What follows belongs to an exercise in optimizing a design on an open flow for small area and a short achievable clock period; a production flow would make more cautious choices.
The RTL was checked by simulation tests, not by an equivalence proof against the original design.

## tod_core
module tod_core #(parameter TIME_WIDTH_SUB_NS=20, TIME_WIDTH_NS=32, TIME_WIDTH_SEC=48) (
    input clk,
    input rst_n,
    input set_init_time,  
    input set_offset_time,  
    input plus_offset_time,  
    input wire [TIME_WIDTH_SUB_NS-1:0] init_time_sub_ns,
    input wire [TIME_WIDTH_NS-1:0] init_time_ns,
    input wire [TIME_WIDTH_SEC-1:0] init_time_sec,
    input wire [TIME_WIDTH_SUB_NS-1:0] offset_time_sub_ns,
    input wire [TIME_WIDTH_NS-1:0] offset_time_ns,  
    input wire [TIME_WIDTH_SUB_NS-1:0] incr_time_sub_ns,
    input wire [TIME_WIDTH_NS-1:0] incr_time_ns,
    output reg [TIME_WIDTH_SUB_NS-1:0] time_sub_ns,
    output reg [TIME_WIDTH_NS-1:0] time_ns,
    output reg [TIME_WIDTH_SEC-1:0] time_sec
);
clock: 18.0 ns
lec_check: 0
cap_margin: 20
core_margin: 2
core_utilization: 40
slew_margin: 20
standard.sh (not shown) runs the stock make flow with config.mk's settings and CLKGATE_MAP_FILE= SYNTH_SCRIPT=/design/flow/synth_recipe.tcl, a recipe that flattens the netlist after the stock synthesis.
==> flow/flow/run.sh <==
#!/bin/bash
# The standard layout (standard.sh), with three changes to how it is made:
# - synthesis maps all logic with flow/abc.script, an area-oriented ABC script (see flow/synth.tcl);
# - the port buffers use the smallest buffer cell instead of buffer_ports' default;
# - repair_timing works towards a setup slack of 11 ns at the design's clock period.
# The output of every step goes to standard.log here (ORFS's own per-step logs stay in orfs/logs).
set -euo pipefail
export FLOW_ABC_SCRIPT=$PWD/flow/abc.script
bash standard.sh SYNTH_SCRIPT=$PWD/flow/synth.tcl "BUFFER_PORTS_ARGS=-buffer_cell sky130_fd_sc_hd__buf_1" SETUP_SLACK_MARGIN=11 finish > standard.log 2>&1
==> flow/flow/abc.script <==
&get -n
&st
&dch
&nf -a
&put
==> flow/flow/synth.tcl <==
# synth_recipe.tcl (the standard synthesis) with two changes: ABC maps with
# flow/abc.script in place of ORFS's abc_speed.script, and full and half adders
# are not extracted into fa/ha cells first (ABC maps that logic with the rest).
# Everything else, including the register names and cells, is as in the
# standard synthesis.
proc synth {args} { yosys synth -nofsm -noshare {*}$args }
proc extract_fa {args} { }
proc abc {args} {
  set i [lsearch -exact $args -script]
  if { $i >= 0 } {
    set args [lreplace $args [expr {$i + 1}] [expr {$i + 1}] $::env(FLOW_ABC_SCRIPT)]
  }
  yosys abc {*}$args
}
source $::env(SCRIPTS_DIR)/synth.tcl
# left out here: clear keep_hierarchy, flatten, clean up, hide names made inside functions, write 1_2_yosys.v
Next try:
==> flow/flow/run.sh (replaced) <==
#!/bin/bash
# The standard layout (standard.sh), with three changes to how it is made:
# - synthesis maps all logic with flow/abc.script, an area-oriented ABC script (see flow/synth.tcl);
# - the port buffers use the smallest buffer cell instead of buffer_ports' default;
# - repair_timing works towards a setup slack of 10 ns at the design's clock period.
# The output of every step goes to standard.log here (ORFS's own per-step logs stay in orfs/logs).
set -euo pipefail
export FLOW_ABC_SCRIPT=$PWD/flow/abc.script
bash standard.sh SYNTH_SCRIPT=$PWD/flow/synth.tcl "BUFFER_PORTS_ARGS=-buffer_cell sky130_fd_sc_hd__buf_1" SETUP_SLACK_MARGIN=10 finish > standard.log 2>&1
After rerunning: Critical path depth is lower by 1. Setup slack gets worse by 0.12 ns. Non-clock buffer count is lower by 72. Final area is lower by roughly a tenth. Clock skew is lower by 0.0042 ns. Core utilization is lower by 7.4 points. Clock-buffer cell count is higher by 1.
Next try:
Settings changed: CORE_UTILIZATION 40 to 60.
After rerunning: The changed run ran to the end with no violations; clock-buffer cell count is unchanged; routed wire length came out lower by about 4.4%; worst hold slack got worse by 0.018 ns; synthesized area is unchanged; critical path depth drops by 3; global-route usage climbs by 9.1 points; core utilization went up by 24 points; design area went down by 3.0%; die area fell by 33%; final cell count is lower by about 7%.
Next try:
==> flow/flow/run.sh (replaced) <==
#!/bin/bash
# The standard layout (standard.sh), with three changes to how it is made:
# - synthesis maps all logic with flow/abc.script, an area-oriented ABC script (see flow/synth.tcl);
# - the port buffers use the smallest buffer cell instead of buffer_ports' default;
# - repair_timing works towards a setup slack of 8 ns at the design's clock period.
# The output of every step goes to standard.log here (ORFS's own per-step logs stay in orfs/logs).
set -euo pipefail
export FLOW_ABC_SCRIPT=$PWD/flow/abc.script
bash standard.sh SYNTH_SCRIPT=$PWD/flow/synth.tcl "BUFFER_PORTS_ARGS=-buffer_cell sky130_fd_sc_hd__buf_1" SETUP_SLACK_MARGIN=8 finish > standard.log 2>&1
Settings changed: CORE_UTILIZATION 60 to 40.
Die area goes up by 48%.
Area after synthesis stays the same.
Count of clock-buffer cells in the layout goes down by 1.
Global-route usage goes down by 10 points.
Next try:
==> flow/flow/run.sh (replaced) <==
#!/bin/bash
# The standard layout (standard.sh), with three changes to how it is made:
# - synthesis maps all logic with flow/abc.script, an area-oriented ABC script (see flow/synth.tcl);
# - the port buffers use the smallest buffer cell instead of buffer_ports' default;
# - repair_timing works towards a setup slack of 9.5 ns at the design's clock period.
# The output of every step goes to standard.log here (ORFS's own per-step logs stay in orfs/logs).
set -euo pipefail
export FLOW_ABC_SCRIPT=$PWD/flow/abc.script
bash standard.sh SYNTH_SCRIPT=$PWD/flow/synth.tcl "BUFFER_PORTS_ARGS=-buffer_cell sky130_fd_sc_hd__buf_1" SETUP_SLACK_MARGIN=9.5 finish > standard.log 2>&1
- non-clock buffer count grows by 8
- worst hold slack is better by 0.041 ns
- wire length grows slightly
- synthesized cell count does not change

* * *

Setup of north:
Another version of the RTL of tod_core (not shown whole).
Size: about 1300 cells after synthesis.
Settings: LEC_CHECK=0, CAP_MARGIN=20, CORE_MARGIN=2, CORE_UTILIZATION=55, SLEW_MARGIN=20; clock period 18.0 ns.
==> flow/flow/run.sh <==
#!/bin/bash
# The standard layout (standard.sh), with three changes to how it is made:
# - synthesis maps all logic with flow/abc.script, an area-oriented ABC script (see flow/synth.tcl);
# - the port buffers use the smallest buffer cell instead of buffer_ports' default;
# - repair_timing works towards a setup slack of 10.35 ns at the design's clock period.
# - extra ORFS settings: "SYNTH_KEEP_MODULES=tod_aoi21 tod_oai21 tod_nand2 tod_nor2 tod_aoi22 tod_aoi222 tod_csa tod_mux2" (SYNTH_KEEP_MODULES keeps the one-gate blocks of
#   rtl/tod_core.v apart in synthesis, so each maps to one library gate).
# The output of every step goes to standard.log here (ORFS's own per-step logs stay in orfs/logs).
set -euo pipefail
export FLOW_ABC_SCRIPT=$PWD/flow/abc.script
bash standard.sh SYNTH_SCRIPT=$PWD/flow/synth.tcl "BUFFER_PORTS_ARGS=-buffer_cell sky130_fd_sc_hd__buf_1" SETUP_SLACK_MARGIN=10.35 "SYNTH_KEEP_MODULES=tod_aoi21 tod_oai21 tod_nand2 tod_nor2 tod_aoi22 tod_aoi222 tod_csa tod_mux2" finish > standard.log 2>&1
==> flow/flow/abc.script <==
&get -n
&st
&dch -f
&nf -a
&put
==> flow/flow/synth.tcl <==
# synth_recipe.tcl (the standard synthesis) with two changes: ABC maps with
# flow/abc.script in place of ORFS's abc_speed.script, and full and half adders
# are extracted into fa/ha cells only in the carry-save block tod_csa (ABC
# maps the adders' logic elsewhere with the rest).
# Everything else, including the register names and cells, is as in the
# standard synthesis.
proc synth {args} { yosys synth -nofsm -noshare {*}$args }
proc extract_fa {args} { yosys extract_fa {*}$args tod_csa }
proc abc {args} {
  set i [lsearch -exact $args -script]
  if { $i >= 0 } {
    set args [lreplace $args [expr {$i + 1}] [expr {$i + 1}] $::env(FLOW_ABC_SCRIPT)]
  }
  yosys abc {*}$args
}
source $::env(SCRIPTS_DIR)/synth.tcl
# left out here: clear keep_hierarchy, flatten, clean up, hide names made inside functions, write 1_2_yosys.v
Here is what was changed in the inputs of south compared with north.
diff --git a/flow/flow/run.sh b/flow/flow/run.sh
--- a/flow/flow/run.sh
+++ b/flow/flow/run.sh
@@ -5 +5 @@
-# - repair_timing works towards a setup slack of 10.35 ns at the design's clock period.
+# - repair_timing works towards a setup slack of 10.25 ns at the design's clock period.
@@ -11 +11 @@
-bash standard.sh SYNTH_SCRIPT=$PWD/flow/synth.tcl "BUFFER_PORTS_ARGS=-buffer_cell sky130_fd_sc_hd__buf_1" SETUP_SLACK_MARGIN=10.35 "SYNTH_KEEP_MODULES=tod_aoi21 tod_oai21 tod_nand2 tod_nor2 tod_aoi22 tod_aoi222 tod_csa tod_mux2" finish > standard.log 2>&1
+bash standard.sh SYNTH_SCRIPT=$PWD/flow/synth.tcl "BUFFER_PORTS_ARGS=-buffer_cell sky130_fd_sc_hd__buf_1" SETUP_SLACK_MARGIN=10.25 "SYNTH_KEEP_MODULES=tod_aoi21 tod_oai21 tod_nand2 tod_nor2 tod_aoi22 tod_aoi222 tod_csa tod_mux2" finish > standard.log 2>&1
==> results.txt <==
There was hardly any difference in placed instance count between north and south.
north: flow completed, timing, DRC and antenna clean
south went all the way through synthesis, placement and routing and the layout is clean on timing, DRC and antenna.
Time the worst path needs with I/O delays and setup: higher on south
Comparing south and north, final standard cell utilization of the core is lower on south.
Compared to north, south has setup slack at placement 120 ps higher.
Reported for south and north, synthesized area turned out identical to the last digit.
From south to north, fraction of the mapped netlist area in adder cells did not move at all.
Diff north -> south: worst hold slack climbed 7.1 ps, pin slew with the least headroom to its limit went down 78 ps.
Input-level comparison between east and south:
diff --git a/flow/flow/run.sh b/flow/flow/run.sh
--- a/flow/flow/run.sh
+++ b/flow/flow/run.sh
@@ -5 +5 @@
-# - repair_timing works towards a setup slack of 10.25 ns at the design's clock period.
+# - repair_timing works towards a setup slack of 10.5 ns at the design's clock period.
@@ -11 +11 @@
-bash standard.sh SYNTH_SCRIPT=$PWD/flow/synth.tcl "BUFFER_PORTS_ARGS=-buffer_cell sky130_fd_sc_hd__buf_1" SETUP_SLACK_MARGIN=10.25 "SYNTH_KEEP_MODULES=tod_aoi21 tod_oai21 tod_nand2 tod_nor2 tod_aoi22 tod_aoi222 tod_csa tod_mux2" finish > standard.log 2>&1
+bash standard.sh SYNTH_SCRIPT=$PWD/flow/synth.tcl "BUFFER_PORTS_ARGS=-buffer_cell sky130_fd_sc_hd__buf_1" SETUP_SLACK_MARGIN=10.5 "SYNTH_KEEP_MODULES=tod_aoi21 tod_oai21 tod_nand2 tod_nor2 tod_aoi22 tod_aoi222 tod_csa tod_mux2" finish > standard.log 2>&1
Results
time_ns[15] as the end point of the critical path was reported by east, and time_ns[19] by south. Setup slack after placement: east vs south up 220 ps. Compared with south, in east via count of the routed design now sits higher; transition time at the pin with the least slew margin has decreased; number of synthesized flops with an enable pin barely changed; non-clock buffer contribution to total cell area climbed 0.53 points.

* * *

Starting RTL as in the previous note.
## tod_core
module tod_core #(parameter TIME_WIDTH_SUB_NS=20, TIME_WIDTH_NS=32, TIME_WIDTH_SEC=48) (
    input clk,
    input rst_n,
    input set_init_time,  
    input set_offset_time,  
    input plus_offset_time,  
    input wire [TIME_WIDTH_SUB_NS-1:0] init_time_sub_ns,
    input wire [TIME_WIDTH_NS-1:0] init_time_ns,
    input wire [TIME_WIDTH_SEC-1:0] init_time_sec,
    input wire [TIME_WIDTH_SUB_NS-1:0] offset_time_sub_ns,
    input wire [TIME_WIDTH_NS-1:0] offset_time_ns,  
    input wire [TIME_WIDTH_SUB_NS-1:0] incr_time_sub_ns,
    input wire [TIME_WIDTH_NS-1:0] incr_time_ns,
    output reg [TIME_WIDTH_SUB_NS-1:0] time_sub_ns,
    output reg [TIME_WIDTH_NS-1:0] time_ns,
    output reg [TIME_WIDTH_SEC-1:0] time_sec
);
localparam W = TIME_WIDTH_SUB_NS + TIME_WIDTH_NS;    
localparam LW = TIME_WIDTH_SUB_NS + 9;                 
localparam HW = W - LW;                                
localparam [HW-1:0] KP = 23'd1953125;                  
localparam [HW-1:0] KM = -23'd1953125;
wire minus = set_offset_time & ~plus_offset_time;
wire [W-1:0] a = {time_ns, time_sub_ns};
wire [W-1:0] b = {incr_time_ns, incr_time_sub_ns};
wire [W-1:0] c = {W{set_offset_time}} & ({offset_time_ns, offset_time_sub_ns} ^ {W{minus}});
wire [W-1:0] x, ym;
tod_csa u_csa (.a(a), .b(b), .c(c), .s(x), .co(ym));
wire [W-1:0] y = {ym[W-2:0], 1'b0};
wire [LW-1:0] lo;
wire c9;
tod_add_lo u_lo (.a(x[LW-1:0]), .b(y[LW-1:0]), .cin(minus), .s(lo), .cout(c9));
wire [HW-1:0] xu = x[W-1:LW];
wire [HW-1:0] yu = y[W-1:LW];
wire [1:0] ib = incr_time_ns[29:28];
wire [1:0] io = offset_time_ns[29:28];
wire low = minus & (time_ns[29] ? ({1'b0, ib} + 3'd2 <= {1'b0, io}) : (ib <= io));
wire [HW-1:0] ks = low ? KP : KM;         
wire [HW-1:0] xk = xu ^ yu ^ ks;
wire [HW-1:0] yk = {(xu[HW-2:0] & yu[HW-2:0]) | (xu[HW-2:0] & ks[HW-2:0]) | (yu[HW-2:0] & ks[HW-2:0]), 1'b0};
wire [HW-1:0] u0, uk;
wire co0, cok;
wire p0m, c0m, pkm, ckm;                   
tod_add_hi u_h0 (.a(xu), .b(yu), .cin(c9), .s(u0), .cout(co0), .pm(p0m), .cm(c0m));
tod_add_hi u_hk (.a(xk), .b(yk), .cin(c9), .s(uk), .cout(cok), .pm(pkm), .cm(ckm));
wire [TIME_WIDTH_SEC-1:0] ones, zeros;
assign ones[0] = 1'b1;
assign zeros[0] = 1'b1;
genvar k;
generate for (k = 1; k < TIME_WIDTH_SEC; k = k + 1) begin : g_pre
    assign ones[k] = ones[k-1] & time_sec[k-1];
  ...
==> flow/config.mk <==
export PLATFORM = sky130hd
export DESIGN_NAME = tod_core
export DESIGN_NICKNAME = tod_core
export VERILOG_FILES = /design/flow/design.v
export SDC_FILE = /design/flow/constraint.sdc
export NUM_CORES = 4
export LEC_CHECK = 0
export CAP_MARGIN = 20
export CORE_MARGIN = 2
export CORE_UTILIZATION = 55
export SLEW_MARGIN = 20
==> flow/constraint.sdc <==
create_clock -name core_clock -period 18.0 [get_ports {clk}]
set_input_delay 3.6000 -clock core_clock [delete_from_list [all_inputs] [get_ports {clk}]]
set_output_delay 3.6000 -clock core_clock [all_outputs]
set_load 0.01 [all_outputs]
==> flow/flow/run.sh <==
#!/bin/bash
# The standard layout (standard.sh), with three changes to how it is made:
# - synthesis maps all logic with flow/abc.script, an area-oriented ABC script (see flow/synth.tcl);
# - the port buffers use the smallest buffer cell instead of buffer_ports' default;
# - repair_timing works towards a setup slack of 10.45 ns at the design's clock period.
# - extra ORFS settings: "SYNTH_KEEP_MODULES=tod_aoi21 tod_oai21 tod_nand2 tod_nor2 tod_aoi22 tod_aoi222 tod_csa tod_mux2" (SYNTH_KEEP_MODULES keeps the one-gate blocks of
#   rtl/tod_core.v apart in synthesis, so each maps to one library gate).
# The output of every step goes to standard.log here (ORFS's own per-step logs stay in orfs/logs).
set -euo pipefail
export FLOW_ABC_SCRIPT=$PWD/flow/abc.script
bash standard.sh SYNTH_SCRIPT=$PWD/flow/synth.tcl "BUFFER_PORTS_ARGS=-buffer_cell sky130_fd_sc_hd__buf_1" SETUP_SLACK_MARGIN=10.45 "SYNTH_KEEP_MODULES=tod_aoi21 tod_oai21 tod_nand2 tod_nor2 tod_aoi22 tod_aoi222 tod_csa tod_mux2" finish > standard.log 2>&1
Scripts as last shown in full above: flow/flow/abc.script, flow/flow/synth.tcl
Change:
--- a/flow/flow/run.sh
+++ b/flow/flow/run.sh
@@ -5 +5 @@
-# - repair_timing works towards a setup slack of 10.45 ns at the design's clock period.
+# - repair_timing works towards a setup slack of 10.15 ns at the design's clock period.
@@ -11 +11 @@
-bash standard.sh SYNTH_SCRIPT=$PWD/flow/synth.tcl "BUFFER_PORTS_ARGS=-buffer_cell sky130_fd_sc_hd__buf_1" SETUP_SLACK_MARGIN=10.45 "SYNTH_KEEP_MODULES=tod_aoi21 tod_oai21 tod_nand2 tod_nor2 tod_aoi22 tod_aoi222 tod_csa tod_mux2" finish > standard.log 2>&1
+bash standard.sh SYNTH_SCRIPT=$PWD/flow/synth.tcl "BUFFER_PORTS_ARGS=-buffer_cell sky130_fd_sc_hd__buf_1" SETUP_SLACK_MARGIN=10.15 "SYNTH_KEEP_MODULES=tod_aoi21 tod_oai21 tod_nand2 tod_nor2 tod_aoi22 tod_aoi222 tod_csa tod_mux2" finish > standard.log 2>&1
The new run produced a clean layout. Via count fell slightly. Routed wire length went down by a few percent. Sequential share of layout area increases by 0.89 points. Synthesized cell count stays the same. Global-route usage is lower by 1.1 points. Utilization decreases by 3.2 points. Worst hold slack gains 0.010 ns. Count of clock-buffer cells in the layout came out higher by 2. Clock skew stays flat.
Change:
--- a/flow/flow/run.sh
+++ b/flow/flow/run.sh
@@ -5 +5 @@
-# - repair_timing works towards a setup slack of 10.15 ns at the design's clock period.
+# - repair_timing works towards a setup slack of 10.35 ns at the design's clock period.
@@ -11 +11 @@
-bash standard.sh SYNTH_SCRIPT=$PWD/flow/synth.tcl "BUFFER_PORTS_ARGS=-buffer_cell sky130_fd_sc_hd__buf_1" SETUP_SLACK_MARGIN=10.15 "SYNTH_KEEP_MODULES=tod_aoi21 tod_oai21 tod_nand2 tod_nor2 tod_aoi22 tod_aoi222 tod_csa tod_mux2" finish > standard.log 2>&1
+bash standard.sh SYNTH_SCRIPT=$PWD/flow/synth.tcl "BUFFER_PORTS_ARGS=-buffer_cell sky130_fd_sc_hd__buf_1" SETUP_SLACK_MARGIN=10.35 "SYNTH_KEEP_MODULES=tod_aoi21 tod_oai21 tod_nand2 tod_nor2 tod_aoi22 tod_aoi222 tod_csa tod_mux2" finish > standard.log 2>&1
--- a/flow/config.mk
+++ b/flow/config.mk
@@ -10 +10 @@
-export CORE_UTILIZATION = 55
+export CORE_UTILIZATION = 60
Fmax is higher by 1.7%.
Via count climbs by 2.4%.
Worst setup slack improves by 0.13 ns.
Synthesized area does not change.
Critical path depth drops by 2.
Final area grows by 1.2%.
Change:
==> flow/flow/run.sh (replaced) <==
#!/bin/bash
# The standard layout (standard.sh), changed only in how the layout is made:
# - synthesis (flow/synth.tcl) maps the logic with flow/abc.script, an
#   area-oriented ABC script, and keeps the one-gate blocks of rtl/tod_core.v,
#   the carry-save block tod_csa and the 2:1 muxes apart (SYNTH_KEEP_MODULES), so
#   each maps to its own library cells and the adders keep their depth;
# - the port buffers use the smallest buffer cell instead of buffer_ports' default;
set -euo pipefail
export FLOW_ABC_SCRIPT=$PWD/flow/abc.script
bash standard.sh SYNTH_SCRIPT=$PWD/flow/synth.tcl "BUFFER_PORTS_ARGS=-buffer_cell sky130_fd_sc_hd__buf_1" SETUP_SLACK_MARGIN=10.25 "SYNTH_KEEP_MODULES=tod_aoi21 tod_oai21 tod_nand2 tod_nor2 tod_aoi22 tod_aoi222 tod_csa tod_mux2" finish > standard.log 2>&1
--- a/flow/config.mk
+++ b/flow/config.mk
@@ -10 +10 @@
-export CORE_UTILIZATION = 60
+export CORE_UTILIZATION = 55
Effect:
- The changed run passed the timing, DRC and antenna checks
- die area climbs by 8.8%
- via count is lower by 3.4%
- sequential share of layout area is higher by 0.19 points
- critical path depth rose by 2
- global-route usage is lower by 3.0 points
- area after synthesis does not change
Change:
--- a/flow/flow/run.sh
+++ b/flow/flow/run.sh
@@ -10 +10 @@
-bash standard.sh SYNTH_SCRIPT=$PWD/flow/synth.tcl "BUFFER_PORTS_ARGS=-buffer_cell sky130_fd_sc_hd__buf_1" SETUP_SLACK_MARGIN=10.25 "SYNTH_KEEP_MODULES=tod_aoi21 tod_oai21 tod_nand2 tod_nor2 tod_aoi22 tod_aoi222 tod_csa tod_mux2" finish > standard.log 2>&1
+bash standard.sh SYNTH_SCRIPT=$PWD/flow/synth.tcl "BUFFER_PORTS_ARGS=-buffer_cell sky130_fd_sc_hd__buf_1" SETUP_SLACK_MARGIN=10.35 "SYNTH_KEEP_MODULES=tod_aoi21 tod_oai21 tod_nand2 tod_nor2 tod_aoi22 tod_aoi222 tod_csa tod_mux2" finish > standard.log 2>&1
Clock-buffer cell count stays the same.
Die area is unchanged.
Via count climbs by 1.9%.
Utilization rose by 0.29 points.
Final area is higher by 0.42%.
Maximum frequency is higher by 1.4%.
Worst setup slack gains 0.10 ns.
Worst hold slack loses 0.0071 ns.
Clock skew stays flat.

static timing again, ports no longer ideal:
The results above use ideal ports. As a check the final layouts listed here were re-extracted and re-timed, cells and wires unchanged.
Step 1 sets driving cells, clkbuf_16 on the clock port and buf_2 on the other inputs (assumed; they add their load-dependent delay and slew).
Step 2 moves the port delays by t, midway between the first and last clock arrival at a register: inputs arrive t later, outputs are due t later. That takes back most of the time a late clock gives input paths.
a / b / c = ideal / step 1 / step 2; a / b = the first two.
run | t, ns | setup slack, ns | worst hold slack (ns)
the first run of note 1 | 0.412 | 10.269 / 10.277 / 9.864 | 0.622 / 0.622 / 0.622
the second run of note 1 | 0.413 | 10.152 / 10.101 / 9.688 | 0.610 / 0.610 / 0.610
the third run of note 1 | 0.411 | 10.078 / 9.981 / 9.569 | 0.593 / 0.593 / 0.593
the fourth run of note 1 | 0.423 | 8.438 / 8.464 / 8.040 | 0.593 / 0.593 / 0.593
the fifth run of note 1 | 0.406 | 9.752 / 9.738 / 9.331 | 0.635 / 0.635 / 0.635
north | 0.402 | 10.530 / 10.535 / 10.133 | 0.599 / 0.599 / 0.599
south | 0.402 | 10.428 / 10.437 / 10.035 | 0.606 / 0.606 / 0.606
east | 0.404 | 10.586 / 10.561 / 10.157 | 0.609 / 0.609 / 0.609
the first run of note 3 | 0.404 | 10.619 / 10.619 / 10.229 | 0.603 / 0.603 / 0.603
the second run of note 3 | 0.404 | 10.343 / 10.351 / 9.947 | 0.614 / 0.614 / 0.614
the third run of note 3 | 0.400 | 10.474 / 10.468 / 10.068 | 0.601 / 0.601 / 0.601
the fourth run of note 3 | 0.402 | 10.428 / 10.437 / 10.035 | 0.606 / 0.606 / 0.606
the fifth run of note 3 | 0.402 | 10.530 / 10.535 / 10.133 | 0.599 / 0.599 / 0.599
After both steps every run listed still meets setup and hold. The setup slack of the third run of note 1, which loses most, moves by -0.097 ns with the drivers and by -0.509 ns with both steps.
